Background: an optimization exercise with open tools, aiming at small area. Do not read the settings as production practice. The RTL was checked by simulation tests, not by an equivalence proof against the original design. Power and IR drop assume default switching activity.

File: flow/constraint.sdc
create_clock -name core_clock -period 25.0 [get_ports {clk}]
set_input_delay 5.0000 -clock core_clock [delete_from_list [all_inputs] [get_ports {clk}]]
set_output_delay 5.0000 -clock core_clock [all_outputs]
set_load 0.01 [all_outputs]
File: flow/standard.sh
#!/bin/bash
# synth_recipe.tcl (not shown) runs the flow's synth.tcl, then flattens the netlist and writes it again
# the make line also repeats each setting of config.mk as NAME=value (left out here)
make -C /OpenROAD-flow-scripts/flow DESIGN_CONFIG=/design/flow/config.mk WORK_HOME=/design/flow/orfs CLKGATE_MAP_FILE= SYNTH_SCRIPT=/design/flow/synth_recipe.tcl "${@:-finish}"
File: flow/design.v
module ad (
    input  clk,
    input  rst_n,
    input  ad_in,
    output adclk,
    output cs_n,
    output LED1,
    output LED2,
    output LED3,
    output LED4
);
    reg [5:0] l;    
    reg [7:0] h;    
    reg [3:0] w;    
    wire l_end = (l == 6'd39);
    wire t_ok  = w[3] & w[0];
    always @(posedge clk or negedge rst_n)
        if (!rst_n) begin
            l <= 6'd23;
            h <= 8'd97;
            w <= 4'd0;
        end else begin
            l <= l_end ? 6'd0 : l + 6'd1;
            if (l_end)
                h <= (h == 8'd199) ? 8'd0 : h + 8'd1;
            if (!t_ok && h == 8'd135 && l == 6'd37)
                w <= w + 4'd1;
        end
    wire l_lo = (l < 6'd20);
    assign cs_n  = ~((h < 8'd17) || (h == 8'd17 && l_lo));
    assign adclk = ~((h != 8'd0) && (h <= 8'd16) && l_lo);
    localparam Z = 3'b000, E86 = 3'b001, E8B = 3'b010, EC0 = 3'b011;
    localparam C4 = 3'b100, C1 = 3'b101, C2 = 3'b110, C3 = 3'b111;
    reg  [2:0] s;
    wire       samp = (l == 6'd19) && (h < 8'd16);
    wire [3:0] p    = h[3:0];
    wire [2:0] sp   = (p == 4'd0) ? Z : s;
    wire       b    = ad_in;
    wire [15:0] K860 = 16'h0860, K8B0 = 16'h08B0, KC0C = 16'h0C0C;
    wire c860 = K860[4'd15 - p];
    wire c8B0 = K8B0[4'd15 - p];
    wire cC0C = KC0C[4'd15 - p];
    reg [2:0] sn;
    always @(*) begin
        sn = sp;
        case (sp)
            Z:   if (b) sn = (p < 4'd4) ? C4 : (p == 4'd4) ? E86 : C1;
            E86: if (p <= 4'd8) begin
                     if (p == 4'd5)      sn = b ? EC0 : E86;
                     else if (p == 4'd8) sn = b ? E8B : E86;
                     else if (b)         sn = C3;
                 end else begin
                     if (b & ~c860)      sn = C2;
                     else if (~b & c860) sn = C1;
                 end
            E8B: if (b & ~c8B0)      sn = C3;
                 else if (~b & c8B0) sn = C2;
            EC0: if (b & ~cC0C)      sn = C4;
                 else if (~b & cC0C) sn = C3;
            default: sn = sp;
        endcase
    end
    always @(posedge clk)
        if (samp)
            s <= sn;
    wire win = (h > 8'd17) || (h == 8'd17 && l >= 6'd21);
    reg       led4;
    reg [1:0] k;
    always @(posedge clk or negedge rst_n)
        if (!rst_n) begin
            led4 <= 1'b1;
            k    <= 2'b00;
        end else if (!t_ok) begin
            led4 <= 1'b1;
            k    <= 2'b00;
        end else if (win) begin
            case (s[1:0])
                2'b00: begin                  
                    led4 <= 1'b1;
                    k    <= {1'b0, s[2]};
                end
                2'b01: led4 <= 1'b0;           
                default: begin                
                    led4 <= 1'b1;
                    k    <= {1'b1, ~s[0]};
                end
            endcase
        end
    assign LED1 = (k != 2'b01);
    assign LED2 = (k != 2'b10);
    assign LED3 = (k != 2'b11);
    assign LED4 = led4;
endmodule
module DoublePulse (
    input      clk,
    input      rst_n,
    input      TEM,
    output reg K
);
    reg       s0, s1;
    reg [6:0] cnt;
    reg [1:0] c;
    localparam [6:0] C_99 = 7'd75;
    wire tick = (cnt == C_99);
    always @(posedge clk or negedge rst_n)
        if (!rst_n) begin
            s0  <= 1'b0;
            s1  <= 1'b0;
            cnt <= 7'd0;
            c   <= 2'd0;
            K   <= 1'b0;
        end else begin
            s0 <= TEM;
            s1 <= s0;
            if (s0 != s1 || tick)
                cnt <= 7'd0;
            else
                cnt <= {cnt[5:0], ~(cnt[6] ^ cnt[5])};
            if (c == 2'd3) begin
                c <= 2'd0;
                K <= ~K;
            end else if (s1 != K)
                c <= 2'd0;
            else if (tick)
                c <= c + 2'd1;
        end
endmodule
module err_high_detect (
    input  clk,
    input  rst_n,
    input  err,
    output led
);
    reg       e;     
    reg [2:0] st;
    wire chg  = err ^ e;
    wire full = st[2] & ~st[1];
    always @(posedge clk or negedge rst_n)
        if (!rst_n) begin
            e  <= 1'b1;
            st <= 3'b000;
        end else begin
            e     <= err;
            st[2] <= ~chg & (st[2] | st[1]);
            st[1] <= ~chg & st[0];
            st[0] <= ~chg & ~st[2];
        end
    assign led = ~full | e;
endmodule
module uart_rx (
    input            sys_clk,
    input            sys_rst_n,
    input            rx,
    output reg [7:0] rx_data,
    output reg       drop,
    output     [3:0] shifted,
    output reg       rx_flag
);
    localparam IDLE = 4'd8, START = 4'd9;
    localparam [12:0] MASK = 13'b1010101010101;
    localparam [12:0] Q_2083 = 13'd1989, Q_4165 = 13'd6425;
    reg        rx_reg1, rx_reg2, rx_reg3;
    reg        start_nedge;
    reg [12:0] baud_reg;
    reg [3:0]  state;
    wire [12:0] q        = baud_reg ^ MASK;
    wire        work_en  = (state != IDLE);
    wire        bit_flag = work_en && (q == Q_2083);
    wire        load     = !work_en || (q == Q_4165);
    wire [12:0] q_next   = load ? 13'd0 : {q[11:0], ~(q[12] ^ q[11])};
    always @(posedge sys_clk)
        baud_reg <= q_next ^ MASK;
    always @(posedge sys_clk or negedge sys_rst_n)
        if (!sys_rst_n) begin
            rx_reg1     <= 1'b1;
            rx_reg2     <= 1'b1;
            rx_reg3     <= 1'b1;
            start_nedge <= 1'b0;
            state       <= IDLE;
            rx_flag     <= 1'b0;
        end else begin
            rx_reg1     <= rx;
            rx_reg2     <= rx_reg1;
            rx_reg3     <= rx_reg2;
            start_nedge <= ~rx_reg2 & rx_reg3;
            if (bit_flag && state == 4'd7)
                state <= start_nedge ? START : IDLE;
            else if (bit_flag && state == START)
                state <= 4'd0;
            else if (bit_flag)
                state <= state + 4'd1;
            else if (start_nedge && !work_en)
                state <= START;
            rx_flag <= bit_flag && state == 4'd7;
        end
    always @(posedge sys_clk)
        if (bit_flag && !state[3])
            {rx_data, drop} <= {rx_reg3, rx_data};
    assign shifted = {rx_flag, state[2:0] & {3{~state[3]}}};
endmodule
module uart_tx (
    input        sys_clk,
    input        sys_rst_n,
    input  [7:0] rx_data,
    input        drop,
    input  [3:0] shifted,
    input        rx_flag,
    output reg   tx
);
    localparam STOP = 4'd8, IDLE = 4'd9, CHAIN = 4'd10, START = 4'd11;
    localparam [12:0] MASK = 13'b1010101010101;
    localparam [12:0] Q_M1 = 13'h1000, Q_4165 = 13'd6425;
    reg [12:0] baud_reg;
    reg [3:0]  state;
    wire [8:0]  bits     = {rx_data, drop};
    wire [3:0]  sel      = {1'b0, state[2:0]} + 4'd1 - shifted;
    wire [12:0] q        = baud_reg ^ MASK;
    wire        work_en  = (state != IDLE);
    wire        q_lo     = (q[12:2] == 11'd0);
    wire        q_1      = q_lo & ~q[1] & q[0];           
    wire        bit_flag = work_en & q_lo & q[1] & q[0];  
    wire        stop     = bit_flag && state == STOP;
    wire        start    = rx_flag && (!work_en || stop);
    wire        load     = !work_en || (q == Q_4165);
    wire [12:0] q_next   = start ? Q_M1 :
                           load  ? 13'd0 : {q[11:0], ~(q[12] ^ q[11])};
    always @(posedge sys_clk)
        baud_reg <= q_next ^ MASK;
    always @(posedge sys_clk or negedge sys_rst_n)
        if (!sys_rst_n) begin
            state <= IDLE;
            tx    <= 1'b1;
        end else begin
            if (start)
                state <= START;
            else if (rx_flag && state == STOP && q_1)
                state <= CHAIN;
            else if (stop)
                state <= IDLE;
            else if (bit_flag && state == CHAIN)
                state <= START;
            else if (bit_flag && state == START)
                state <= 4'd0;
            else if (bit_flag)
                state <= state + 4'd1;          
            if (bit_flag)
                case (state)
                    START:           tx <= 1'b0;
                    STOP, CHAIN:     tx <= 1'b1;
                    default:         tx <= bits[sel];
                endcase
        end
endmodule
module rs232 (
    input  sys_clk,
    input  sys_rst_n,
    input  rx,
    output tx
);
    wire [7:0] rx_data;
    wire       drop;
    wire [3:0] shifted;
    wire       rx_flag;
    uart_rx uart_rx_inst (
        .sys_clk   (sys_clk),
        .sys_rst_n (sys_rst_n),
        .rx        (rx),
        .rx_data   (rx_data),
        .drop      (drop),
        .shifted   (shifted),
        .rx_flag   (rx_flag)
    );
    uart_tx uart_tx_inst (
        .sys_clk   (sys_clk),
        .sys_rst_n (sys_rst_n),
        .rx_data   (rx_data),
        .drop      (drop),
        .shifted   (shifted),
        .rx_flag   (rx_flag),
        .tx        (tx)
    );
endmodule
module UNIT_FINAL(
    input        clk,
    input        sys_rst_n,
    input        ad_in,
    output       adclk,
    input        TEM,
    input        rx,
    input  [3:0] ERR,
    output       tx,
    output       cs_n,
    output       K_1,
    output       K_2,
    output       K_3,
    output       K_4,
    output       LED1,
    output       LED2,
    output       LED3,
    output       LED4,
    output       LED5,
    output       LED7,
    output       LED8,
    output       LED9,
    output       LED10
);
    ad ad (
        .clk   (clk),
        .rst_n (sys_rst_n),
        .ad_in (ad_in),
        .adclk (adclk),
        .cs_n  (cs_n),
        .LED1  (LED1),
        .LED2  (LED2),
        .LED3  (LED3),
        .LED4  (LED4)
    );
    assign LED5 = 1'b1;
    wire k;
    DoublePulse DoublePulse1 (
        .clk   (clk),
        .rst_n (sys_rst_n),
        .TEM   (TEM),
        .K     (k)
    );
    assign K_1 = k;
    assign K_2 = k;
    assign K_3 = k;
    assign K_4 = k;
    err_high_detect err1 (.clk(clk), .rst_n(sys_rst_n), .err(ERR[0]), .led(LED10));
    err_high_detect err2 (.clk(clk), .rst_n(sys_rst_n), .err(ERR[1]), .led(LED9));
    err_high_detect err3 (.clk(clk), .rst_n(sys_rst_n), .err(ERR[2]), .led(LED8));
    err_high_detect err4 (.clk(clk), .rst_n(sys_rst_n), .err(ERR[3]), .led(LED7));
    rs232 rs232 (
        .sys_clk   (clk),
        .sys_rst_n (sys_rst_n),
        .rx        (rx),
        .tx        (tx)
    );
endmodule
File: flow/config.mk
export PLATFORM = sky130hd
export DESIGN_NAME = UNIT_FINAL
export DESIGN_NICKNAME = UNIT_FINAL
export VERILOG_FILES = /design/flow/design.v
export SDC_FILE = /design/flow/constraint.sdc
export NUM_CORES = 4
export LEC_CHECK = 0
export CAP_MARGIN = 20
export CORE_MARGIN = 2
export CORE_UTILIZATION = 40
export SLEW_MARGIN = 20
File: flow/flow/run.sh
#!/bin/bash
# Layout flow: the standard synthesis; then ABC maps the combinational
# logic again for area (several scripts, the smallest result is kept), with
# every register cell kept as the synthesis made it; then the standard
# layout, with single-drive port buffers and a clock tree built without dummy
# loads. Each tool writes its full output to a log file in this folder.
set -euo pipefail
W=$(pwd)
RES=$W/orfs/results/$FLOW_PLATFORM/UNIT_FINAL/base
LIB=$FLOW_HOME/platforms/$FLOW_PLATFORM/lib/sky130_fd_sc_hd__tt_025C_1v80.lib
YOSYS=$FLOW_HOME/../tools/install/yosys/bin/yosys
[[ -x $YOSYS ]] || YOSYS=yosys

# 1. standard synthesis
bash standard.sh "$RES/1_2_yosys.v" > synth.log 2>&1
cp "$RES/1_2_yosys.v" "$W/synth_standard.v"

# 2. area re-mapping of the logic between the registers
SCRIPTS=(
  "+&get,-n;&st;&dc2;&dch,-f;&nf,-R,1000;&put;strash;&get,-n;&dch,-f;&nf,-R,1000;&put;topo;dnsize"
  "+&get,-n;&st;&dch,-f;&nf,-R,1000;&put;topo;dnsize"
  "+&get,-n;&st;&dc2;&dch,-f;&nf,-R,1000;&put;strash;&get,-n;&dc2;&dch,-f;&nf,-R,1000;&put;strash;&get,-n;&dch,-f;&nf,-R,1000;&put;topo;dnsize"
  "+strash;ifraig;dc2;dch,-f;amap;topo;dnsize;strash;dch,-f;amap;topo;dnsize"
)
best=""; best_area=""
for i in "${!SCRIPTS[@]}"; do
  cat > "$W/remap$i.ys" <<EOS
read_liberty -ignore_miss_func $LIB
read_verilog $W/synth_standard.v
hierarchy -top $FLOW_TOP
setattr -mod -set keep_hierarchy 1 sky130_fd_sc_hd__df* sky130_fd_sc_hd__edf* sky130_fd_sc_hd__sdf* sky130_fd_sc_hd__sedf* sky130_fd_sc_hd__dl* sky130_fd_sc_hd__conb*
flatten
opt_clean -purge
abc -liberty $LIB -dont_use sky130_fd_sc_hd__probe_p_8 -dont_use sky130_fd_sc_hd__probec_p_8 -dont_use sky130_fd_sc_hd__lpflow_bleeder_1 -dont_use sky130_fd_sc_hd__lpflow_clkbufkapwr_1 -dont_use sky130_fd_sc_hd__lpflow_clkbufkapwr_16 -dont_use sky130_fd_sc_hd__lpflow_clkbufkapwr_2 -dont_use sky130_fd_sc_hd__lpflow_clkbufkapwr_4 -dont_use sky130_fd_sc_hd__lpflow_clkbufkapwr_8 -dont_use sky130_fd_sc_hd__lpflow_clkinvkapwr_1 -dont_use sky130_fd_sc_hd__lpflow_clkinvkapwr_16 -dont_use sky130_fd_sc_hd__lpflow_clkinvkapwr_2 -dont_use sky130_fd_sc_hd__lpflow_clkinvkapwr_4 -dont_use sky130_fd_sc_hd__lpflow_clkinvkapwr_8 -dont_use sky130_fd_sc_hd__lpflow_decapkapwr_12 -dont_use sky130_fd_sc_hd__lpflow_decapkapwr_3 -dont_use sky130_fd_sc_hd__lpflow_decapkapwr_4 -dont_use sky130_fd_sc_hd__lpflow_decapkapwr_6 -dont_use sky130_fd_sc_hd__lpflow_decapkapwr_8 -dont_use sky130_fd_sc_hd__lpflow_inputiso0n_1 -dont_use sky130_fd_sc_hd__lpflow_inputiso0p_1 -dont_use sky130_fd_sc_hd__lpflow_inputiso1n_1 -dont_use sky130_fd_sc_hd__lpflow_inputiso1p_1 -dont_use sky130_fd_sc_hd__lpflow_inputisolatch_1 -dont_use sky130_fd_sc_hd__lpflow_isobufsrc_1 -dont_use sky130_fd_sc_hd__lpflow_isobufsrc_16 -dont_use sky130_fd_sc_hd__lpflow_isobufsrc_2 -dont_use sky130_fd_sc_hd__lpflow_isobufsrc_4 -dont_use sky130_fd_sc_hd__lpflow_isobufsrc_8 -dont_use sky130_fd_sc_hd__lpflow_isobufsrckapwr_16 -dont_use sky130_fd_sc_hd__lpflow_lsbuf_lh_hl_isowell_tap_1 -dont_use sky130_fd_sc_hd__lpflow_lsbuf_lh_hl_isowell_tap_2 -dont_use sky130_fd_sc_hd__lpflow_lsbuf_lh_hl_isowell_tap_4 -dont_use sky130_fd_sc_hd__lpflow_lsbuf_lh_isowell_4 -dont_use sky130_fd_sc_hd__lpflow_lsbuf_lh_isowell_tap_1 -dont_use sky130_fd_sc_hd__lpflow_lsbuf_lh_isowell_tap_2 -dont_use sky130_fd_sc_hd__lpflow_lsbuf_lh_isowell_tap_4 -dont_use sky130_fd_sc_hd__fill_1 -dont_use sky130_fd_sc_hd__fill_2 -dont_use sky130_fd_sc_hd__fill_4 -dont_use sky130_fd_sc_hd__fill_8  -script ${SCRIPTS[$i]}
opt_clean -purge
tee -o $W/remap$i.stat stat -liberty $LIB
select $FLOW_TOP
write_verilog -selected -noattr -nohex -nodec $W/synth_remap$i.v
EOS
  if $YOSYS -s "$W/remap$i.ys" > "remap$i.log" 2>&1; then
    a=$(grep -m1 "Chip area for module '.$FLOW_TOP'" "$W/remap$i.stat" | awk '{print $NF}')
    echo "script $i: area $a" >> remap_choice.log
    if [[ -n "$a" ]] && { [[ -z "$best_area" ]] || awk -v a="$a" -v b="$best_area" 'BEGIN{exit !(a < b)}'; }; then
      best=$i; best_area=$a
    fi
  fi
done
echo "chosen: script $best, area $best_area" >> remap_choice.log
cp "$W/synth_remap$best.v" "$RES/1_2_yosys.v"
touch "$RES/1_2_yosys.v"

# 3. standard layout
export BUFFER_PORTS_ARGS="-buffer_cell sky130_fd_sc_hd__buf_1"
export CTS_ARGS="-sink_clustering_enable -repair_clock_nets -dont_use_dummy_load -buf_list sky130_fd_sc_hd__clkbuf_8"
bash standard.sh > layout.log 2>&1
==> flow_summary.toml, run 1 <==
[run_status]
status = "no timing/DRC/antenna violations"

[timing]
fin_ws_ns = 18.21
finalHoldViolations = 0
worst_slew_pin_slew_ns = 0.770
rsz0062_at_grt = "false"
skew_ns = 0.0225
setup_viol = 0
hold_ws_ns = 0.365
finalMaxSlewViolations = 0
period_needed_ns = 6.79
post-route-period-util = 0.272
max_clock_freq_mhz = 147
final.setup.tns_ns = 0
slew_headroom = 0.487

[clocking]
cts_resized = 0
clkSinkCount = 101
cts_tree = "yes"
postCtsSetupRepairBufs = 0
clk_latency_ns = 0.35
clockBufferDepth = 2
path_clk_slew_ns = 0.08
root_buffer = "clkbuf_8"
h-tree-depth = 3
cts_buffers = 9
ctsHoldBuffers = 0

[grt]
grt_pass1_vias = 2823
grt_pass1_wl_microns = 12300
antenna_found_initial = 0
grt_max_degree = 64
overflow = 0
grt_use_total = 0.136

[power_and_ir_drop]
ir_drop_mv = 0.0276
leakage_nw = 1.77
p_per_area_nw_per_um2 = 57.6

[die]
die_area_sq_um = 10900
initial_core_util = 0.413
core_area_sq_um = 9770
io_pins = 25
dieHeight_microns = 105
core.rowCount = 36
die_x_microns = 105

[route]
first_iter_violations = 91
drc = 0
vias = 2923
routed_via_density = 4.85
firstDrtPassIters = 4
avgRoutedWirePerCell_microns = 11.3
ant_nets = 0
wirelength_microns = 6820

[layout]
n_antenna_cell = 0
area_growth_pct = 9.72
layout.nets = 481
drive_above_1_share = 0.0660
design_area_sq_um = 4430
fin_util = 0.454

[placed_design]
dpl_worst_slack_ns = 18.58
dpl_cell_area_sq_um = 4310
hpwl_microns = 5020
gp_congestion = 0.869
portBuffers = 23

[setup_path]
arrival_ns = 1.79
startpoint_type = "register"
required_ns = 20.00
reg2reg_slack_ns = 22.08
r2r-start = "ad.l[0]$_DFF_PN1_"
startpoint = "ad.h[0]$_DFFE_PN1P_"
cp-end-kind = "output port"
critPathMaxFanout = 4
worstSetupPathType = "register to output port"

[logic_synthesis]
syn_inst = 436
synth_area_sq_um = 4040
yosysWarnings = 5
synthesis.nets = 445
syn_avg_cell_area_sq_um = 9.27

[worst_hold_path]
min_path_type = "register to register"
worstHoldStart = "rs232.uart_rx_inst.rx_reg1$_DFF_PN1_"

[flow_run]
maxCapViolations = 0
metrics by stage:
step / power (mW) / cells
2_1_floorplan: 0.176 / 436
3_3_place_gp: 0.180 / 594
3_5_place_dp: 0.180 / 594
4_1_cts: 0.260 / 603
5_1_grt: 0.268 / 603
6_report: 0.255 / 603
final timing paths:
path                       cells past startpoint                                 endpoint
setup / recovery                               6                                     cs_n
hold / removal                                 0     rs232.uart_rx_inst.rx_reg2$_DFF_PN1_
setup reg to reg                              15                      ad.h[7]$_DFFE_PN0P_
hold reg to reg                                0     rs232.uart_rx_inst.rx_reg2$_DFF_PN1_
max in group asynchronous                      2  rs232.uart_rx_inst.state[2]$_DFFE_PN0P_
min in group asynchronous                      2                     err2.st[0]$_DFF_PN0_
report_power, final:
group | switching [mW] | internal (mW) | total (mW)
Sequential | 0.00142 | 0.168 | 0.170
Combinational | 0.00453 | 0.00217 | 0.00670
Clock | 0.0462 | 0.0324 | 0.0786
Total | 0.0522 | 0.203 | 0.255
cell usage in the layout, fill, tap and decap left out, types with 5 or more instances in the layout:
cell type	instances
nand4_1	7
nor2_1	109
o21ai_0	13
clkinv_1	50
dfxtp_1	26
a31oi_1	7
a21oi_1	31
dfrtp_1	44
dfstp_2	19
buf_1	22
nand2_1	41
edfxtp_1	12
clkbuf_8	9
nor2b_1	10
nor3_1	16
o22ai_1	5
critical path, stage by stage, from the launching register on:
cell and delay (ns):
dfstp_2 0.55, clkinv_1 0.11, nor3_1 0.29, nand4_1 0.16, nor2_1 0.11, a21oi_1 0.07, buf_1 0.16
metal layers:
layer  track usage  part of all wire  vias to the layer above
met4        0.0434             0.010                        0
met1         0.182              0.50                     1352
met2         0.218              0.46                       38
li1              -                 -                     1526
met5             0                 0                        -
met3        0.0345             0.027                        7
final cells by class:
| class | count | area (sq um) |
|---|---|---|
| tap | 133 | 166 |
| timing repair buffer | 25 | 103 |
| multi-input combinational | 285 | 1370 |
| sequential | 101 | 2480 |
| clock buffer | 9 | 124 |
| inverter | 50 | 188 |
| fill | 967 | 5340 |
==> inputs of run 2 (changes only) <==
--- a/flow/design.v
+++ b/flow/design.v
@@ -10,22 +10,28 @@
     output LED4
 );
-    reg [5:0] l;    
+    reg       a;    
+    reg [4:0] m;    
     reg [7:0] h;    
     reg [3:0] w;    
-    wire l_end = (l == 6'd39);
+    localparam [4:0] M_0 = 5'd0, M_3 = 5'd7, M_17 = 5'd15, M_19 = 5'd29;
+    wire m_end = (m == M_19);
+    wire l_end = a & m_end;
     wire t_ok  = w[3] & w[0];
     always @(posedge clk or negedge rst_n)
         if (!rst_n) begin
-            l <= 6'd23;
+            a <= 1'b1;
+            m <= M_3;
             h <= 8'd97;
             w <= 4'd0;
         end else begin
-            l <= l_end ? 6'd0 : l + 6'd1;
+            m <= m_end ? M_0 : {m[3:0], ~(m[4] ^ m[2])};
+            if (m_end)
+                a <= ~a;
             if (l_end)
                 h <= (h == 8'd199) ? 8'd0 : h + 8'd1;
-            if (!t_ok && h == 8'd135 && l == 6'd37)
+            if (!t_ok && h == 8'd135 && a && m == M_17)
                 w <= w + 4'd1;
         end
-    wire l_lo = (l < 6'd20);
+    wire l_lo = ~a;
     assign cs_n  = ~((h < 8'd17) || (h == 8'd17 && l_lo));
     assign adclk = ~((h != 8'd0) && (h <= 8'd16) && l_lo);
@@ -33,5 +39,5 @@
     localparam C4 = 3'b100, C1 = 3'b101, C2 = 3'b110, C3 = 3'b111;
     reg  [2:0] s;
-    wire       samp = (l == 6'd19) && (h < 8'd16);
+    wire       samp = ~a && m_end && (h < 8'd16);
     wire [3:0] p    = h[3:0];
     wire [2:0] sp   = (p == 4'd0) ? Z : s;
@@ -64,5 +70,5 @@
         if (samp)
             s <= sn;
-    wire win = (h > 8'd17) || (h == 8'd17 && l >= 6'd21);
+    wire win = (h > 8'd17) || (h == 8'd17 && a && m != M_0);
     reg       led4;
     reg [1:0] k;
@@ -132,19 +138,19 @@
     output led
 );
-    reg       e;     
+    reg       en;    
     reg [2:0] st;
-    wire chg  = err ^ e;
+    wire chg  = ~(err ^ en);
     wire full = st[2] & ~st[1];
     always @(posedge clk or negedge rst_n)
         if (!rst_n) begin
-            e  <= 1'b1;
+            en <= 1'b0;
             st <= 3'b000;
         end else begin
-            e     <= err;
+            en    <= ~err;
             st[2] <= ~chg & (st[2] | st[1]);
             st[1] <= ~chg & st[0];
             st[0] <= ~chg & ~st[2];
         end
-    assign led = ~full | e;
+    assign led = ~(full & en);
 endmodule
 module uart_rx (
@@ -213,6 +219,7 @@
     reg [12:0] baud_reg;
     reg [3:0]  state;
-    wire [8:0]  bits     = {rx_data, drop};
-    wire [3:0]  sel      = {1'b0, state[2:0]} + 4'd1 - shifted;
+    wire [2:0]  t        = shifted[2:0];
+    wire [2:0]  sel      = state[2:0] - t;
+    wire        use_drop = shifted[3] || ({1'b0, t} == {1'b0, state[2:0]} + 4'd1);
     wire [12:0] q        = baud_reg ^ MASK;
     wire        work_en  = (state != IDLE);
@@ -248,5 +255,5 @@
                     START:           tx <= 1'b0;
                     STOP, CHAIN:     tx <= 1'b1;
-                    default:         tx <= bits[sel];
+                    default:         tx <= use_drop ? drop : rx_data[sel];
                 endcase
         end
--- a/flow/flow/run.sh
+++ b/flow/flow/run.sh
@@ -52,4 +52,4 @@
 # 3. standard layout
 export BUFFER_PORTS_ARGS="-buffer_cell sky130_fd_sc_hd__buf_1"
-export CTS_ARGS="-sink_clustering_enable -repair_clock_nets -dont_use_dummy_load -buf_list sky130_fd_sc_hd__clkbuf_8"
+export CTS_ARGS="-sink_clustering_enable -repair_clock_nets -dont_use_dummy_load -buf_list sky130_fd_sc_hd__buf_6"
 bash standard.sh > layout.log 2>&1
==> flow_summary.toml, run 2 <==
[setup_path]
r2r-end = "rs232.uart_rx_inst.state[0]$_DFFE_PN0P_"
critPathMaxFanout = 8
cp_slowest_cell = "dfrtp_1"
required_ns = 20.00
cp-end-kind = "output port"
r2r-start = "rs232.uart_rx_inst.baud_reg[0]$_DFF_P_"
arrival_ns = 1.96
reg2reg_slack_ns = 22.63
reg2regPathDepth = 7
worstSetupPathType = "register to output port"
max_stage_delay_ns = 0.45
path_cells = "nor3_1 -> nand2b_1 -> a211oi_1 -> o21ai_0 -> buf_1"
critPathTopFamily = "simple AND/OR/NAND/NOR gates"
cp.buffers_inverters = 1
startpoint_type = "register"

[clocking]
clk_latency_ns = 0.32
path_clk_slew_ns = 0.09
root_buffer = "buf_6"
cts_tree = "yes"
ctsHoldBuffers = 0
h-tree-depth = 3
clockBufferDepth = 2
cts_resized = 0
postCtsSetupRepairBufs = 0
clkSinkCount = 101
cts_buffers = 9

[route]
vias = 2698
ant_nets = 0
wirelength_microns = 6670
first_iter_violations = 81
avgRoutedWirePerCell_microns = 12.2
firstDrtPassIters = 4
routed_via_density = 4.91
drc = 0

[logic_synthesis]
syn_avg_cell_area_sq_um = 10.5
synth_area_sq_um = 4020
yosysWarnings = 5
synthesis.nets = 391
syn_inst = 382

[die]
initial_core_util = 0.412
core_area_sq_um = 9770
core.rowCount = 36
die_x_microns = 104
die_area_sq_um = 10900
dieHeight_microns = 104
io_pins = 25

[timing]
rsz0062_at_grt = "false"
period_needed_ns = 6.96
final.setup.tns_ns = 0
skew_ns = 0.0352
finalMaxSlewViolations = 0
setup_viol = 0
post-route-period-util = 0.279
fin_ws_ns = 18.04
slew_headroom = 0.485
max_clock_freq_mhz = 144
worst_slew_pin_slew_ns = 0.773
finalHoldViolations = 0

[layout]
n_antenna_cell = 0
layout_commonest_cell = "nor2_1"
area_growth_pct = 9.33
final_cell_mix = "nor2_1 (53), dfrtp_1 (48), nand2_1 (43)"
layout.nets = 427
drive_above_1_share = 0.0673

[placed_design]
portBuffers = 23
dpl_worst_slack_ns = 18.40
hpwl_microns = 4760
gp_congestion = 0.859

[grt]
overflow = 0
grt_max_degree = 64
grt_use_total = 0.135
antenna_found_initial = 0
grt_pass1_wl_microns = 12100
grt_pass1_vias = 2652

[power_and_ir_drop]
ir_drop_mv = 0.0277
leakage_nw = 1.81
p_per_area_nw_per_um2 = 58.0
power_mw = 0.255

[worst_hold_path]
whs_endpoint = "rs232.uart_rx_inst.rx_reg2$_DFF_PN1_"
min_path_type = "register to register"
hold_path_depth = 0
worstHoldStart = "rs232.uart_rx_inst.rx_reg1$_DFF_PN1_"

[flow_run]
maxCapViolations = 0

[run_status]
status = "no timing/DRC/antenna violations"
[run 2: layer usage]
layer | track usage | vias up | wire length (microns)
met5 | 0 | - | 0
met4 | 0.0415 | 0 | 94
met3 | 0.0345 | 8 | 173
met2 | 0.214 | 38 | 3100
met1 | 0.181 | 1261 | 3310
li1 | - | 1391 | -
[run 2: final cells by class]
class	count	area, sq um
clock buffer	9	101
tap	133	166
multi-input combinational	270	1510
fill	946	5380
sequential	101	2480
timing repair buffer	25	103
inverter	11	41.3
[run 2: worst max-delay path by stage]
stage               slack, ns  endpoint           startpoint  cells after the start
floorplan               18.68     adclk  ad.h[1]$_DFFE_PN0P_                      4
global placement        18.47     adclk  ad.h[1]$_DFFE_PN0P_                      5
detailed placement      18.40     adclk  ad.h[1]$_DFFE_PN0P_                      5
CTS                     18.03     adclk  ad.h[1]$_DFFE_PN0P_                      5
global route            17.86     adclk  ad.h[1]$_DFFE_PN0P_                      5
finish                  18.04     adclk  ad.h[1]$_DFFE_PN0P_                      5
[run 2: worst register-to-register path, delay by kind of cell (launching register included)]
family,cells,cell delay [ns]
simple gates,5,1.77
flops,1,0.32
compound gates,2,0.20
[run 2: power by group]
| part | internal, mW | switching, mW | total (mW) | leakage (nW) |
|---|---|---|---|---|
| clock network | 0.0279 | 0.0474 | 0.0753 | 0.0545 |
| registers | 0.170 | 0.00219 | 0.172 | 1.11 |
| logic | 0.00325 | 0.00506 | 0.00831 | 0.644 |
[run 2: per-stage QoR]
stage	util	cell area (sq um)	std cells	hold WS, ns
4_1_cts	0.450	4400	549	0.365
3_3_place_gp	0.439	4290	540	0.351
3_5_place_dp	0.440	4300	540	0.350
6_report	0.450	4400	549	0.362
2_1_floorplan	-	4020	382	0.345
5_1_grt	0.450	4400	549	0.368
==> inputs of run 3 (changes only) <==
--- a/flow/flow/run.sh
+++ b/flow/flow/run.sh
@@ -52,4 +52,4 @@
 # 3. standard layout
 export BUFFER_PORTS_ARGS="-buffer_cell sky130_fd_sc_hd__buf_1"
-export CTS_ARGS="-sink_clustering_enable -repair_clock_nets -dont_use_dummy_load -buf_list sky130_fd_sc_hd__buf_6"
+export CTS_ARGS="-sink_clustering_enable -repair_clock_nets -dont_use_dummy_load -root_buf sky130_fd_sc_hd__buf_6 -buf_list sky130_fd_sc_hd__buf_4"
 bash standard.sh > layout.log 2>&1
==> flow_summary.toml, run 3 <==
[clocking]
clk_latency_ns = 0.32
cts_buffers = 9
postCtsSetupRepairBufs = 0
cts_resized = 0
ctsHoldBuffers = 0
root_buffer = "buf_6"
cts_tree = "yes"
h-tree-depth = 3
path_clk_slew_ns = 0.09
clockBufferDepth = 2
clkSinkCount = 101

[timing]
finalHoldViolations = 0
final.setup.tns_ns = 0
max_clock_freq_mhz = 144
post-route-period-util = 0.279
finalMaxSlewViolations = 0
slew_headroom = 0.485
skew_ns = 0.0352
rsz0062_at_grt = "false"
setup_viol = 0
period_needed_ns = 6.96
worst_slew_pin_slew_ns = 0.773

[setup_path]
critPathMaxFanout = 8
required_ns = 20.00
startpoint_type = "register"
cp-end-kind = "output port"
reg2reg_slack_ns = 22.63
r2r-start = "rs232.uart_rx_inst.baud_reg[0]$_DFF_P_"
startpoint = "ad.h[1]$_DFFE_PN0P_"
worstSetupPathType = "register to output port"
arrival_ns = 1.96

[grt]
antenna_found_initial = 0
grt_use_total = 0.135
grt_pass1_vias = 2652
overflow = 0
grt_max_degree = 64
grt_pass1_wl_microns = 12100

[die]
io_pins = 25
core_area_sq_um = 9770
die_area_sq_um = 10900
core.rowCount = 36
initial_core_util = 0.412
dieHeight_microns = 104
die_x_microns = 104

[power_and_ir_drop]
p_seq_frac = 0.673
power_frac_clock = 0.295
combPwrFrac = 0.033
ir_drop_mv = 0.0277
p_per_area_nw_per_um2 = 58.0
power_mw = 0.255
netSwitchingPower_mw = 0.0546
leakage_nw = 1.81
p_int_mw = 0.201
power.switching_fraction = 0.214

[placed_design]
portBuffers = 23
hpwl_microns = 4760
gp_congestion = 0.859

[logic_synthesis]
synthesis.nets = 391
syn_inst = 382
yosysWarnings = 5
synth_area_sq_um = 4020
syn_avg_cell_area_sq_um = 10.5

[route]
wirelength_microns = 6670
firstDrtPassIters = 4
avgRoutedWirePerCell_microns = 12.2
ant_nets = 0
first_iter_violations = 81
routed_via_density = 4.91
drc = 0
vias = 2698

[layout]
drive_above_1_share = 0.0673
n_antenna_cell = 0
layout_commonest_cell = "nor2_1"
area_growth_pct = 9.33
layout.nets = 427
num-fill-cells = 946
final_cell_mix = "nor2_1 (53), dfrtp_1 (48), nand2_1 (43)"

[worst_hold_path]
min_path_type = "register to register"
worstHoldStart = "rs232.uart_rx_inst.rx_reg1$_DFF_PN1_"

[flow_run]
maxCapViolations = 0

[run_status]
status = "no timing/DRC/antenna violations"
## run 3: path summary, 6_finish.rpt
kind                                                            to  cells past startpoint
max                                                          adclk                      5
min                           rs232.uart_rx_inst.rx_reg2$_DFF_PN1_                      0
max reg2reg                rs232.uart_rx_inst.state[0]$_DFFE_PN0P_                      7
min reg2reg                   rs232.uart_rx_inst.rx_reg2$_DFF_PN1_                      0
max in group asynchronous  rs232.uart_rx_inst.state[2]$_DFFE_PN0P_                      2
min in group asynchronous                     err3.st[0]$_DFF_PN0_                      2
## run 3: area by class of cell
type	count	area (sq um)	share of cell area
tap	133	166	0.0378
sequential	101	2480	0.563
inverter	11	41.3	0.00939
timing repair buffer	25	103	0.0233
multi-input combinational	270	1510	0.344
clock buffer	9	101	0.0230
## run 3: critical path, cell delays in order, from the launching register on
cell and delay [ns]:
dfrtp_1 0.45, nor3_1 0.44, nand2b_1 0.23, a211oi_1 0.26
o21ai_0 0.13, buf_1 0.15
## run 3: routing by layer
layer  part of all wire  GRT usage
met1               0.50      0.181
met5                  0          0
met3              0.026     0.0345
met4              0.014     0.0415
met2               0.46      0.214
## run 3: power groups by stage
stage	registers, mW	logic (mW)	clock network (mW)
2_1_floorplan	0.174	0.00474	0
3_3_place_gp	0.175	0.00839	0
3_5_place_dp	0.175	0.00864	0
4_1_cts	0.172	0.00867	0.0782
5_1_grt	0.172	0.00985	0.0846
6_report	0.172	0.00831	0.0753
## run 3: metrics by stage
step                      utilization  hold WS [ns]  instance area (sq um)  setup WS (ns)  instances
after floorplan                     -         0.345                   4020          18.68        382
after global placement          0.439         0.351                   4290          18.47        540
after detailed placement        0.440         0.350                   4300          18.40        540
after CTS                       0.450         0.365                   4400          18.03        549
after global routing            0.450         0.368                   4400          17.86        549
final                           0.450         0.362                   4400          18.04        549
==> inputs of run 4 (changes only) <==
--- a/flow/flow/run.sh
+++ b/flow/flow/run.sh
@@ -52,4 +52,4 @@
 # 3. standard layout
 export BUFFER_PORTS_ARGS="-buffer_cell sky130_fd_sc_hd__buf_1"
-export CTS_ARGS="-sink_clustering_enable -repair_clock_nets -dont_use_dummy_load -root_buf sky130_fd_sc_hd__buf_6 -buf_list sky130_fd_sc_hd__buf_4"
+export CTS_ARGS="-sink_clustering_enable -repair_clock_nets -dont_use_dummy_load -buf_list sky130_fd_sc_hd__buf_4 sky130_fd_sc_hd__buf_6"
 bash standard.sh > layout.log 2>&1
==> flow_summary.toml, run 4 <==
[die]
dieHeight_microns = 104
die_x_microns = 104
initial_core_util = 0.412
core.rowCount = 36
io_pins = 25

[placed_design]
hpwl_microns = 4760
portBuffers = 23
gp_congestion = 0.859

[logic_synthesis]
synthesis.nets = 391
syn_avg_cell_area_sq_um = 10.5
synth_area_sq_um = 4020
syn_inst = 382
yosysWarnings = 5

[run_status]
stop_stage = "clock tree synthesis (4_1_cts)"
status = "stopped before the end"
tool.error = "[ERROR STA-0564] clock_tree_synthesis positional arguments not supported."
## run 4: power groups by stage
| stage | Sequential [mW] | Clock, mW | Combinational, mW |
|---|---|---|---|
| after floorplan | 0.174 | 0 | 0.00474 |
| after detailed placement | 0.175 | 0 | 0.00864 |
| after global placement | 0.175 | 0 | 0.00839 |
## run 4: worst min-delay path by stage
stage | slack [ns] | cells after the start | end | start
after floorplan | 0.35 | 0 | rs232.uart_rx_inst.rx_reg2$_DFF_PN1_ | rs232.uart_rx_inst.rx_reg1$_DFF_PN1_
after global placement | 0.35 | 0 | rs232.uart_rx_inst.rx_reg2$_DFF_PN1_ | rs232.uart_rx_inst.rx_reg1$_DFF_PN1_
after detailed placement | 0.35 | 0 | rs232.uart_rx_inst.rx_reg2$_DFF_PN1_ | rs232.uart_rx_inst.rx_reg1$_DFF_PN1_
## run 4: stage by stage
step / util / worst slack [ns] / area (sq um) / instances / hold slack (ns)
2_1_floorplan: - / 18.68 / 4020 / 382 / 0.345
3_3_place_gp: 0.439 / 18.47 / 4290 / 540 / 0.351
3_5_place_dp: 0.440 / 18.40 / 4300 / 540 / 0.350
==> inputs of run 5 (changes only) <==
--- a/flow/flow/run.sh
+++ b/flow/flow/run.sh
@@ -52,4 +52,4 @@
 # 3. standard layout
 export BUFFER_PORTS_ARGS="-buffer_cell sky130_fd_sc_hd__buf_1"
-export CTS_ARGS="-sink_clustering_enable -repair_clock_nets -dont_use_dummy_load -buf_list sky130_fd_sc_hd__buf_4 sky130_fd_sc_hd__buf_6"
+export CTS_ARGS="-sink_clustering_enable -repair_clock_nets -dont_use_dummy_load -buf_list sky130_fd_sc_hd__clkbuf_8"
 bash standard.sh > layout.log 2>&1
==> flow_summary.toml, run 5 <==
[power_and_ir_drop]
p_per_area_nw_per_um2 = 58.6
ir_drop_mv = 0.0277
leakage_nw = 1.82

[die]
initial_core_util = 0.412
core.rowCount = 36
io_pins = 25
die_x_microns = 104
core_area_sq_um = 9770
die_area_sq_um = 10900
dieHeight_microns = 104

[timing]
slew_headroom = 0.489
worst_slew_pin_slew_ns = 0.756
rsz0062_at_grt = "false"
setup_viol = 0
skew_ns = 0.0313
finalHoldViolations = 0
final.setup.tns_ns = 0
finalMaxSlewViolations = 0
post-route-period-util = 0.280
max_clock_freq_mhz = 143
period_needed_ns = 7.00

[setup_path]
cp_slowest_cell = "dfrtp_1"
cp.buffers_inverters = 1
critPathMaxFanout = 8
max_stage_delay_ns = 0.45
arrival_ns = 2.00
startpoint_type = "register"
critPathTopFamily = "simple AND/OR/NAND/NOR gates"
path_cells = "nor3_1 -> nand2b_1 -> a211oi_1 -> o21ai_0 -> buf_1"
worstSetupPathType = "register to output port"
required_ns = 20.00
cp-end-kind = "output port"

[layout]
instances_no_fill = 549
area_growth_pct = 9.89
final_cell_mix = "nor2_1 (53), dfrtp_1 (48), nand2_1 (43)"
drive_above_1_share = 0.0673
layout.nets = 427
num-fill-cells = 941
layout_commonest_cell = "nor2_1"
n_antenna_cell = 0

[grt]
grt_pass1_wl_microns = 12100
antenna_found_initial = 0
grt_pass1_vias = 2653
grt_use_total = 0.135
overflow = 0
grt_max_degree = 64

[placed_design]
gp_congestion = 0.859
portBuffers = 23
hpwl_microns = 4760
dp.cells = 540

[route]
avgRoutedWirePerCell_microns = 12.2
drc = 0
routed_via_density = 4.91
first_iter_violations = 78
wirelength_microns = 6690
firstDrtPassIters = 4
vias = 2698
ant_nets = 0

[clocking]
ctsHoldBuffers = 0
cts_resized = 0
clockBufferDepth = 2
cts_buffers = 9
h-tree-depth = 3
cts_tree = "yes"
postCtsSetupRepairBufs = 0
path_clk_slew_ns = 0.08
root_buffer = "clkbuf_8"
clkSinkCount = 101
clk_latency_ns = 0.36

[logic_synthesis]
synthesis.nets = 391
syn_avg_cell_area_sq_um = 10.5
syn_inst = 382
yosysWarnings = 5
synth_area_sq_um = 4020

[worst_hold_path]
min_path_type = "register to register"

[run_status]
status = "no timing/DRC/antenna violations"

[flow_run]
maxCapViolations = 0
-- run 5: final timing paths --
path	endpoint	slack, ns	cells past startpoint	start
worst min-delay path	rs232.uart_rx_inst.rx_reg2$_DFF_PN1_	0.36	0	rs232.uart_rx_inst.rx_reg1$_DFF_PN1_
worst max-delay path	adclk	18.00	5	ad.h[1]$_DFFE_PN0P_
worst max register to register	rs232.uart_rx_inst.state[0]$_DFFE_PN0P_	22.63	7	rs232.uart_rx_inst.baud_reg[0]$_DFF_P_
worst min register to register	rs232.uart_rx_inst.rx_reg2$_DFF_PN1_	0.36	0	rs232.uart_rx_inst.rx_reg1$_DFF_PN1_
max in group asynchronous	rs232.uart_rx_inst.state[2]$_DFFE_PN0P_	19.67	2	sys_rst_n
min in group asynchronous	err3.st[0]$_DFF_PN0_	4.78	2	sys_rst_n
-- run 5: stage by stage --
stage	setup slack [ns]	util	instance area [sq um]	hold WS, ns	power, mW
after detailed placement	18.40	0.440	4300	0.350	0.184
after global routing	17.83	0.452	4420	0.366	0.271
final	18.00	0.452	4420	0.361	0.259
after global placement	18.47	0.439	4290	0.351	0.183
after floorplan	18.68	-	4020	0.345	0.179
after CTS	17.99	0.452	4420	0.363	0.263
-- run 5: worst register-to-register path: cells and delay by family, from the launching register on --
| kind | cells | cell delay [ns] |
|---|---|---|
| simple gates | 5 | 1.77 |
| compound gates | 2 | 0.20 |
| flops | 1 | 0.32 |
-- run 5: area by class of cell --
| cell class | count | area [sq um] | share of cell area |
|---|---|---|---|
| clock buffers | 9 | 124 | 0.0280 |
| inverters | 11 | 41.3 | 0.00934 |
| repair buffers | 25 | 103 | 0.0232 |
| well taps | 133 | 166 | 0.0376 |
| flip-flops and latches | 101 | 2480 | 0.560 |
| multi-input cells | 270 | 1510 | 0.342 |
-- run 5: report_power, final --
group,leakage [nW],switching [mW],internal [mW]
clock network,0.0647,0.0470,0.0324
registers,1.11,0.00219,0.169
logic,0.644,0.00505,0.00325
total,1.82,0.0542,0.205
-- run 5: layer usage --
layer / track usage / up-vias / share of wire / wire (microns)
li1: - / 1390 / - / -
met3: 0.0326 / 11 / 0.028 / 189
met2: 0.213 / 40 / 0.46 / 3090
met5: 0 / - / 0 / 0
met1: 0.182 / 1257 / 0.49 / 3300
met4: 0.0473 / 0 / 0.016 / 108
==> inputs of run 6 (changes only) <==
--- a/flow/design.v
+++ b/flow/design.v
@@ -161,7 +161,7 @@
     output reg       drop,
     output     [3:0] shifted,
-    output reg       rx_flag
+    output           rx_flag
 );
-    localparam IDLE = 4'd8, START = 4'd9;
+    localparam IDLE = 4'd8, START = 4'd9, IDLE_F = 4'd10, START_F = 4'd11;
     localparam [12:0] MASK = 13'b1010101010101;
     localparam [12:0] Q_2083 = 13'd1989, Q_4165 = 13'd6425;
@@ -171,5 +171,5 @@
     reg [3:0]  state;
     wire [12:0] q        = baud_reg ^ MASK;
-    wire        work_en  = (state != IDLE);
+    wire        work_en  = !(state == IDLE || state == IDLE_F);
     wire        bit_flag = work_en && (q == Q_2083);
     wire        load     = !work_en || (q == Q_4165);
@@ -184,5 +184,4 @@
             start_nedge <= 1'b0;
             state       <= IDLE;
-            rx_flag     <= 1'b0;
         end else begin
             rx_reg1     <= rx;
@@ -191,5 +190,5 @@
             start_nedge <= ~rx_reg2 & rx_reg3;
             if (bit_flag && state == 4'd7)
-                state <= start_nedge ? START : IDLE;
+                state <= start_nedge ? START_F : IDLE_F;
             else if (bit_flag && state == START)
                 state <= 4'd0;
@@ -198,9 +197,13 @@
             else if (start_nedge && !work_en)
                 state <= START;
-            rx_flag <= bit_flag && state == 4'd7;
+            else if (state == START_F)
+                state <= START;
+            else if (state == IDLE_F)
+                state <= IDLE;
         end
     always @(posedge sys_clk)
         if (bit_flag && !state[3])
             {rx_data, drop} <= {rx_reg3, rx_data};
+    assign rx_flag = (state == IDLE_F || state == START_F);
     assign shifted = {rx_flag, state[2:0] & {3{~state[3]}}};
 endmodule
--- a/flow/flow/run.sh
+++ b/flow/flow/run.sh
@@ -3,5 +3,6 @@
 # logic again for area (several scripts, the smallest result is kept), with
 # every register cell kept as the synthesis made it; then the standard
-# layout, with single-drive port buffers and a clock tree built without dummy
+# layout, with single-drive port buffers and a clock tree of buf_6 cells built
+# without dummy
 # loads. Each tool writes its full output to a log file in this folder.
 set -euo pipefail
@@ -52,4 +53,4 @@
 # 3. standard layout
 export BUFFER_PORTS_ARGS="-buffer_cell sky130_fd_sc_hd__buf_1"
-export CTS_ARGS="-sink_clustering_enable -repair_clock_nets -dont_use_dummy_load -buf_list sky130_fd_sc_hd__clkbuf_8"
+export CTS_ARGS="-sink_clustering_enable -repair_clock_nets -dont_use_dummy_load -buf_list sky130_fd_sc_hd__buf_6"
 bash standard.sh > layout.log 2>&1
==> flow_summary.toml, run 6 <==
[run_status]
status = "no timing/DRC/antenna violations"

[layout]
area_growth_pct = 9.14
layout.nets = 437
n_antenna_cell = 0
num-fill-cells = 968
final_cell_mix = "nor2_1 (53), nand2_1 (52), dfrtp_1 (47)"
layout_commonest_cell = "nor2_1"
drive_above_1_share = 0.0634
instances_no_fill = 559
fin_util = 0.450

[timing]
finalMaxSlewViolations = 0
rsz0062_at_grt = "false"
skew_ns = 0.0199
max_clock_freq_mhz = 148
period_needed_ns = 6.75
worst_slew_pin_slew_ns = 0.785
slew_headroom = 0.477
finalHoldViolations = 0
setup_viol = 0
fin_ws_ns = 18.25
final.setup.tns_ns = 0
post-route-period-util = 0.270

[setup_path]
required_ns = 20.00
r2r-start = "rs232.uart_rx_inst.state[0]$_DFFE_PN0P_"
critPathTopFamily = "simple AND/OR/NAND/NOR gates"
cp-end-kind = "output port"
startpoint_type = "register"
critPathMaxFanout = 17
cp.buffers_inverters = 1
worstSetupPathType = "register to output port"
arrival_ns = 1.75
cp_slowest_cell = "dfrtp_1"
startpoint = "ad.h[3]$_DFFE_PN0P_"
max_stage_delay_ns = 0.56
path_cells = "nor4_1 -> o21ai_0 -> nand2_1 -> buf_1"

[power_and_ir_drop]
p_per_area_nw_per_um2 = 57.7
power_mw = 0.255
ir_drop_mv = 0.0260
leakage_nw = 1.77

[route]
met1_length_microns = 3360
first_iter_violations = 127
top_layer = "met4"
avgRoutedWirePerCell_microns = 12.7
dr_wl_met3_microns = 302
routed_via_density = 5.12
vias = 2860
firstDrtPassIters = 6
wirelength_microns = 7100
drc = 0
wl_met2_microns = 3330
ant_nets = 0

[die]
die_area_sq_um = 10900
core.rowCount = 36
core_area_sq_um = 9820
dieHeight_microns = 105
io_pins = 25
initial_core_util = 0.413
die_x_microns = 105

[grt]
grt_pass1_wl_microns = 12200
grt_max_degree = 63
overflow = 0
grt_pass1_vias = 2686
grt_use_total = 0.137
antenna_found_initial = 0

[placed_design]
gp_congestion = 0.893
hpwl_microns = 4940
dpl_worst_slack_ns = 18.59
portBuffers = 23
dp.cells = 550

[clocking]
clockBufferDepth = 2
path_clk_slew_ns = 0.09
cts_resized = 0
cts_tree = "yes"
root_buffer = "buf_6"
postCtsSetupRepairBufs = 0
h-tree-depth = 3
ctsHoldBuffers = 0
clkSinkCount = 100
clk_latency_ns = 0.33
cts_buffers = 9

[logic_synthesis]
yosysWarnings = 5
synth_area_sq_um = 4050
synthesis.nets = 401
syn_avg_cell_area_sq_um = 10.3
syn_inst = 392

[worst_hold_path]
worstHoldStart = "rs232.uart_rx_inst.rx_reg1$_DFF_PN1_"
min_path_type = "register to register"

[flow_run]
maxCapViolations = 0
-- run 6: metrics by stage --
stage | cell area, sq um | hold WS [ns]
3_3_place_gp | 4320 | 0.347
6_report | 4420 | 0.359
2_1_floorplan | 4050 | 0.345
4_1_cts | 4420 | 0.361
3_5_place_dp | 4320 | 0.347
5_1_grt | 4420 | 0.367
-- run 6: where the power goes --
| part | switching (mW) | total (mW) | internal [mW] | leakage, nW |
|---|---|---|---|---|
| clock | 0.0485 | 0.0764 | 0.0279 | 0.0545 |
| combinational | 0.00512 | 0.00848 | 0.00336 | 0.630 |
| sequential | 0.00213 | 0.170 | 0.168 | 1.09 |
-- run 6: final timing paths --
check                                                           to  slack (ns)  cells after the start
min reg2reg                   rs232.uart_rx_inst.rx_reg2$_DFF_PN1_        0.36                      0
max reg2reg                      rs232.uart_tx_inst.tx$_DFFE_PN1P_       22.72                      7
min in group asynchronous  rs232.uart_tx_inst.state[1]$_DFFE_PN0P_        4.81                      2
max                                                          adclk       18.25                      4
max in group asynchronous                      ad.h[1]$_DFFE_PN0P_       19.64                      2
min                           rs232.uart_rx_inst.rx_reg2$_DFF_PN1_        0.36                      0
-- run 6: area by class of cell --
cell class / instances / area [sq um] / share of cell area
Sequential cell: 100 / 2450 / 0.554
Timing Repair Buffer: 25 / 103 / 0.0232
Inverter: 11 / 41.3 / 0.00934
Clock buffer: 9 / 101 / 0.0229
Tap cell: 133 / 166 / 0.0376
Multi-Input combinational cell: 281 / 1560 / 0.353
-- run 6: per-layer routing --
layer  up-vias  GRT usage
met4         0     0.0381
met3         9     0.0487
met1      1359      0.172
met2        55      0.225
li1       1437          -
met5         -          0
-- run 6: worst register-to-register path, delay by kind of cell, from the launching register on --
| kind | cells | cell delay, ns |
|---|---|---|
| compound gates | 4 | 0.75 |
| xor+xnor | 1 | 0.39 |
| buf+inv | 1 | 0.19 |
| flops | 1 | 0.40 |
| simple gates | 1 | 0.46 |
==> inputs of run 7 (changes only) <==
==> flow/flow/run.sh (replaced) <==
#!/bin/bash
# Layout flow:
#  1. the standard synthesis;
#  2. ABC maps the logic between the registers again for area: three rounds,
#     each trying several scripts on the best netlist so far, keeping the
#     smallest; every register cell stays as the synthesis made it;
#  3. the standard layout, with single-drive port buffers and a clock tree
#     of buf_6 cells built without dummy loads.
# Each tool writes its full output to a log file in this folder.
set -euo pipefail
W=$(pwd)
RES=$W/orfs/results/$FLOW_PLATFORM/UNIT_FINAL/base
LIB=$FLOW_HOME/platforms/$FLOW_PLATFORM/lib/sky130_fd_sc_hd__tt_025C_1v80.lib
YOSYS=$FLOW_HOME/../tools/install/yosys/bin/yosys
[[ -x $YOSYS ]] || YOSYS=yosys

# 1. standard synthesis
bash standard.sh "$RES/1_2_yosys.v" > synth.log 2>&1
cp "$RES/1_2_yosys.v" "$W/synth_standard.v"

# 2. area re-mapping
SCRIPTS=(
  "+&get,-n;&st;&dc2;&dch,-f;&nf,-R,1000;&put;strash;&get,-n;&dch,-f;&nf,-R,1000;&put;topo;dnsize"
  "+&get,-n;&st;&dch,-f;&nf,-R,1000;&put;topo;dnsize"
  "+&get,-n;&st;&dc2;&dch,-f;&nf,-R,1000;&put;strash;&get,-n;&dc2;&dch,-f;&nf,-R,1000;&put;strash;&get,-n;&dch,-f;&nf,-R,1000;&put;topo;dnsize"
  "+strash;ifraig;dc2;dch,-f;amap;topo;dnsize;strash;dch,-f;amap;topo;dnsize"
  "+&get,-n;&st;&if,-K,4,-a;&mfs;&st;&dc2;&dch,-f;&nf,-R,1000;&put;topo;dnsize"
  "+strash;dc2;resub,-K,8;dc2;&get,-n;&st;&dch,-f;&nf,-R,1000;&put;topo;dnsize"
  "+&get,-n;&st;&if,-K,6,-a;&mfs;&st;&dch,-f;&nf,-R,1000;&put;topo;dnsize"
  "+&get,-n;&st;&synch2;&dch,-f;&nf,-R,1000;&put;topo;dnsize"
)
best="$W/synth_standard.v"; best_area=""
for r in 1 2 3; do
  src=$best
  for i in "${!SCRIPTS[@]}"; do
    n=remap_r${r}_$i
    cat > "$W/$n.ys" <<EOS
read_liberty -ignore_miss_func $LIB
read_verilog $src
hierarchy -top $FLOW_TOP
setattr -mod -set keep_hierarchy 1 sky130_fd_sc_hd__df* sky130_fd_sc_hd__edf* sky130_fd_sc_hd__sdf* sky130_fd_sc_hd__sedf* sky130_fd_sc_hd__dl* sky130_fd_sc_hd__conb*
flatten
opt_clean -purge
abc -liberty $LIB -dont_use sky130_fd_sc_hd__probe_p_8 -dont_use sky130_fd_sc_hd__probec_p_8 -dont_use sky130_fd_sc_hd__lpflow_bleeder_1 -dont_use sky130_fd_sc_hd__lpflow_clkbufkapwr_1 -dont_use sky130_fd_sc_hd__lpflow_clkbufkapwr_16 -dont_use sky130_fd_sc_hd__lpflow_clkbufkapwr_2 -dont_use sky130_fd_sc_hd__lpflow_clkbufkapwr_4 -dont_use sky130_fd_sc_hd__lpflow_clkbufkapwr_8 -dont_use sky130_fd_sc_hd__lpflow_clkinvkapwr_1 -dont_use sky130_fd_sc_hd__lpflow_clkinvkapwr_16 -dont_use sky130_fd_sc_hd__lpflow_clkinvkapwr_2 -dont_use sky130_fd_sc_hd__lpflow_clkinvkapwr_4 -dont_use sky130_fd_sc_hd__lpflow_clkinvkapwr_8 -dont_use sky130_fd_sc_hd__lpflow_decapkapwr_12 -dont_use sky130_fd_sc_hd__lpflow_decapkapwr_3 -dont_use sky130_fd_sc_hd__lpflow_decapkapwr_4 -dont_use sky130_fd_sc_hd__lpflow_decapkapwr_6 -dont_use sky130_fd_sc_hd__lpflow_decapkapwr_8 -dont_use sky130_fd_sc_hd__lpflow_inputiso0n_1 -dont_use sky130_fd_sc_hd__lpflow_inputiso0p_1 -dont_use sky130_fd_sc_hd__lpflow_inputiso1n_1 -dont_use sky130_fd_sc_hd__lpflow_inputiso1p_1 -dont_use sky130_fd_sc_hd__lpflow_inputisolatch_1 -dont_use sky130_fd_sc_hd__lpflow_isobufsrc_1 -dont_use sky130_fd_sc_hd__lpflow_isobufsrc_16 -dont_use sky130_fd_sc_hd__lpflow_isobufsrc_2 -dont_use sky130_fd_sc_hd__lpflow_isobufsrc_4 -dont_use sky130_fd_sc_hd__lpflow_isobufsrc_8 -dont_use sky130_fd_sc_hd__lpflow_isobufsrckapwr_16 -dont_use sky130_fd_sc_hd__lpflow_lsbuf_lh_hl_isowell_tap_1 -dont_use sky130_fd_sc_hd__lpflow_lsbuf_lh_hl_isowell_tap_2 -dont_use sky130_fd_sc_hd__lpflow_lsbuf_lh_hl_isowell_tap_4 -dont_use sky130_fd_sc_hd__lpflow_lsbuf_lh_isowell_4 -dont_use sky130_fd_sc_hd__lpflow_lsbuf_lh_isowell_tap_1 -dont_use sky130_fd_sc_hd__lpflow_lsbuf_lh_isowell_tap_2 -dont_use sky130_fd_sc_hd__lpflow_lsbuf_lh_isowell_tap_4 -dont_use sky130_fd_sc_hd__fill_1 -dont_use sky130_fd_sc_hd__fill_2 -dont_use sky130_fd_sc_hd__fill_4 -dont_use sky130_fd_sc_hd__fill_8  -script ${SCRIPTS[$i]}
opt_clean -purge
tee -o $W/$n.stat stat -liberty $LIB
select $FLOW_TOP
write_verilog -selected -noattr -nohex -nodec $W/$n.v
EOS
    if $YOSYS -s "$W/$n.ys" > "$n.log" 2>&1; then
      a=$(grep -m1 "Chip area for module '.$FLOW_TOP'" "$W/$n.stat" | awk '{print $NF}')
      echo "round $r script $i: area $a" >> remap_choice.log
      if [[ -n "$a" ]] && { [[ -z "$best_area" ]] || awk -v a="$a" -v b="$best_area" 'BEGIN{exit !(a < b)}'; }; then
        best="$W/$n.v"; best_area=$a
      fi
    fi
  done
done
echo "chosen: $best, area $best_area" >> remap_choice.log
cp "$best" "$RES/1_2_yosys.v"
touch "$RES/1_2_yosys.v"

# 3. standard layout
export BUFFER_PORTS_ARGS="-buffer_cell sky130_fd_sc_hd__buf_1"
export CTS_ARGS="-sink_clustering_enable -repair_clock_nets -dont_use_dummy_load -buf_list sky130_fd_sc_hd__buf_6"
bash standard.sh > layout.log 2>&1
==> flow_summary.toml, run 7 <==
[run_status]
status = "no timing/DRC/antenna violations"

[grt]
grt_pass1_vias = 2562
grt_pass1_wl_microns = 11500
grt_use_total = 0.131
antenna_found_initial = 0
overflow = 0
grt_max_degree = 63

[route]
vias = 2692
drc = 0
ant_nets = 0
wirelength_microns = 6550
firstDrtPassIters = 4
routed_via_density = 5.01
avgRoutedWirePerCell_microns = 12.2
first_iter_violations = 122

[power_and_ir_drop]
leakage_nw = 1.75
power_mw = 0.254
ir_drop_mv = 0.0352
p_per_area_nw_per_um2 = 58.7

[setup_path]
arrival_ns = 2.11
critPathMaxFanout = 13
startpoint = "ad.h[3]$_DFFE_PN0P_"
cp-end-kind = "output port"
r2r-start = "rs232.uart_tx_inst.state[0]$_DFFE_PN1P_"
startpoint_type = "register"
required_ns = 20.00
reg2reg_slack_ns = 22.66
worstSetupPathType = "register to output port"

[layout]
instances_no_fill = 537
final_cell_mix = "nor2_1 (54), dfrtp_1 (47), nand2_1 (35)"
area_growth_pct = 9.29
layout_commonest_cell = "nor2_1"
layout.nets = 415
n_antenna_cell = 0
design_area_sq_um = 4330
drive_above_1_share = 0.0693
fin_util = 0.447

[die]
dieHeight_microns = 104
initial_core_util = 0.409
core.rowCount = 36
io_pins = 25
die_area_sq_um = 10700
core_area_sq_um = 9680
die_x_microns = 104

[worst_hold_path]
worstHoldStart = "rs232.uart_rx_inst.rx_reg2$_DFF_PN1_"
min_path_type = "register to register"

[timing]
hold_ws_ns = 0.368
max_clock_freq_mhz = 141
worst_slew_pin_slew_ns = 0.759
finalMaxSlewViolations = 0
final.setup.tns_ns = 0
skew_ns = 0.0205
finalHoldViolations = 0
post-route-period-util = 0.284
slew_headroom = 0.490
period_needed_ns = 7.11
setup_viol = 0
rsz0062_at_grt = "false"
fin_ws_ns = 17.89

[placed_design]
hpwl_microns = 4650
gp_congestion = 0.841
dpl_worst_slack_ns = 18.25
portBuffers = 23
dp.cells = 528
dpl_cell_area_sq_um = 4220

[logic_synthesis]
synth_area_sq_um = 3960
syn_inst = 371
synthesis.nets = 380
syn_avg_cell_area_sq_um = 10.7
yosysWarnings = 5

[clocking]
clkSinkCount = 100
cts_tree = "yes"
clockBufferDepth = 2
ctsHoldBuffers = 0
root_buffer = "buf_6"
postCtsSetupRepairBufs = 0
path_clk_slew_ns = 0.09
h-tree-depth = 3
clk_latency_ns = 0.31
cts_resized = 0
cts_buffers = 9

[flow_run]
maxCapViolations = 0
-- run 7: worst max-delay path, stage by stage, from the launching register on --
cell and delay [ns]:
dfrtp_1 0.52, nor4_1 0.67, xor2_1 0.12, or3_1 0.35, buf_1 0.14
-- run 7: path summary, 6_finish.rpt --
| kind | to | cells after the start |
|---|---|---|
| max | adclk | 4 |
| min | rs232.uart_rx_inst.rx_reg3$_DFF_PN1_ | 0 |
| max reg2reg | rs232.uart_tx_inst.tx$_DFFE_PN1P_ | 7 |
| min reg2reg | rs232.uart_rx_inst.rx_reg3$_DFF_PN1_ | 0 |
| max in group asynchronous | ad.w[3]$_DFFE_PN0P_ | 2 |
| min in group asynchronous | ad.k[1]$_DFFE_PN0P_ | 2 |
-- run 7: power by group --
part | total, mW | switching [mW] | internal [mW]
Clock | 0.0754 | 0.0475 | 0.0279
Combinational | 0.00831 | 0.00503 | 0.00328
Sequential | 0.170 | 0.00229 | 0.168
-- run 7: final cells by class --
class	instances	area, sq um
clock buffers	9	101
repair buffers	24	95.1
fillers	944	5360
inverters	12	45.0
well taps	133	166
flip-flops and latches	100	2450
multi-input cells	259	1470
-- run 7: metal layers --
layer | up-vias | global-route usage | part of all wire | wire length (microns)
met2 | 32 | 0.202 | 0.45 | 2920
met4 | 0 | 0.0463 | 0.013 | 88
met1 | 1296 | 0.176 | 0.51 | 3310
met3 | 7 | 0.0409 | 0.035 | 230
li1 | 1357 | - | - | -
met5 | - | 0 | 0 | 0

re-timing with driven ports:
No port has a modelled driver above. Below, the same layouts with a new extraction and two added sets of constraints.
Step 1, drivers: a clkbuf_16 drives clk and a buf_2 each remaining input, both assumed.
Step 2, shift: input delay + t, output delay - t, t = (earliest + latest rising clock arrival at the registers) / 2. This alone moves slack from input paths to output paths.
Three values: no drivers, after step 1, after step 2; two values: the first two.
| run | t (ns) | setup slack, ns | latest minus earliest clock arrival (ns) | slew at the worst register clock pin (ns) |
|---|---|---|---|---|
| run 1 | 0.369 | 18.207 / 18.178 / 18.547 | 0.024 / 0.024 | 0.10 / 0.10 |
| run 2 | 0.340 | 18.035 / 18.003 / 18.343 | 0.038 / 0.038 | 0.11 / 0.11 |
| run 3 | 0.340 | 18.035 / 18.003 / 18.343 | 0.038 / 0.038 | 0.11 / 0.11 |
| run 5 | 0.378 | 17.998 / 17.967 / 18.345 | 0.033 / 0.034 | 0.10 / 0.10 |
| run 6 | 0.350 | 18.251 / 18.219 / 18.569 | 0.020 / 0.021 | 0.10 / 0.10 |
| run 7 | 0.338 | 17.890 / 17.859 / 18.197 | 0.027 / 0.028 | 0.10 / 0.10 |
After both steps setup and hold are still met in every run listed.
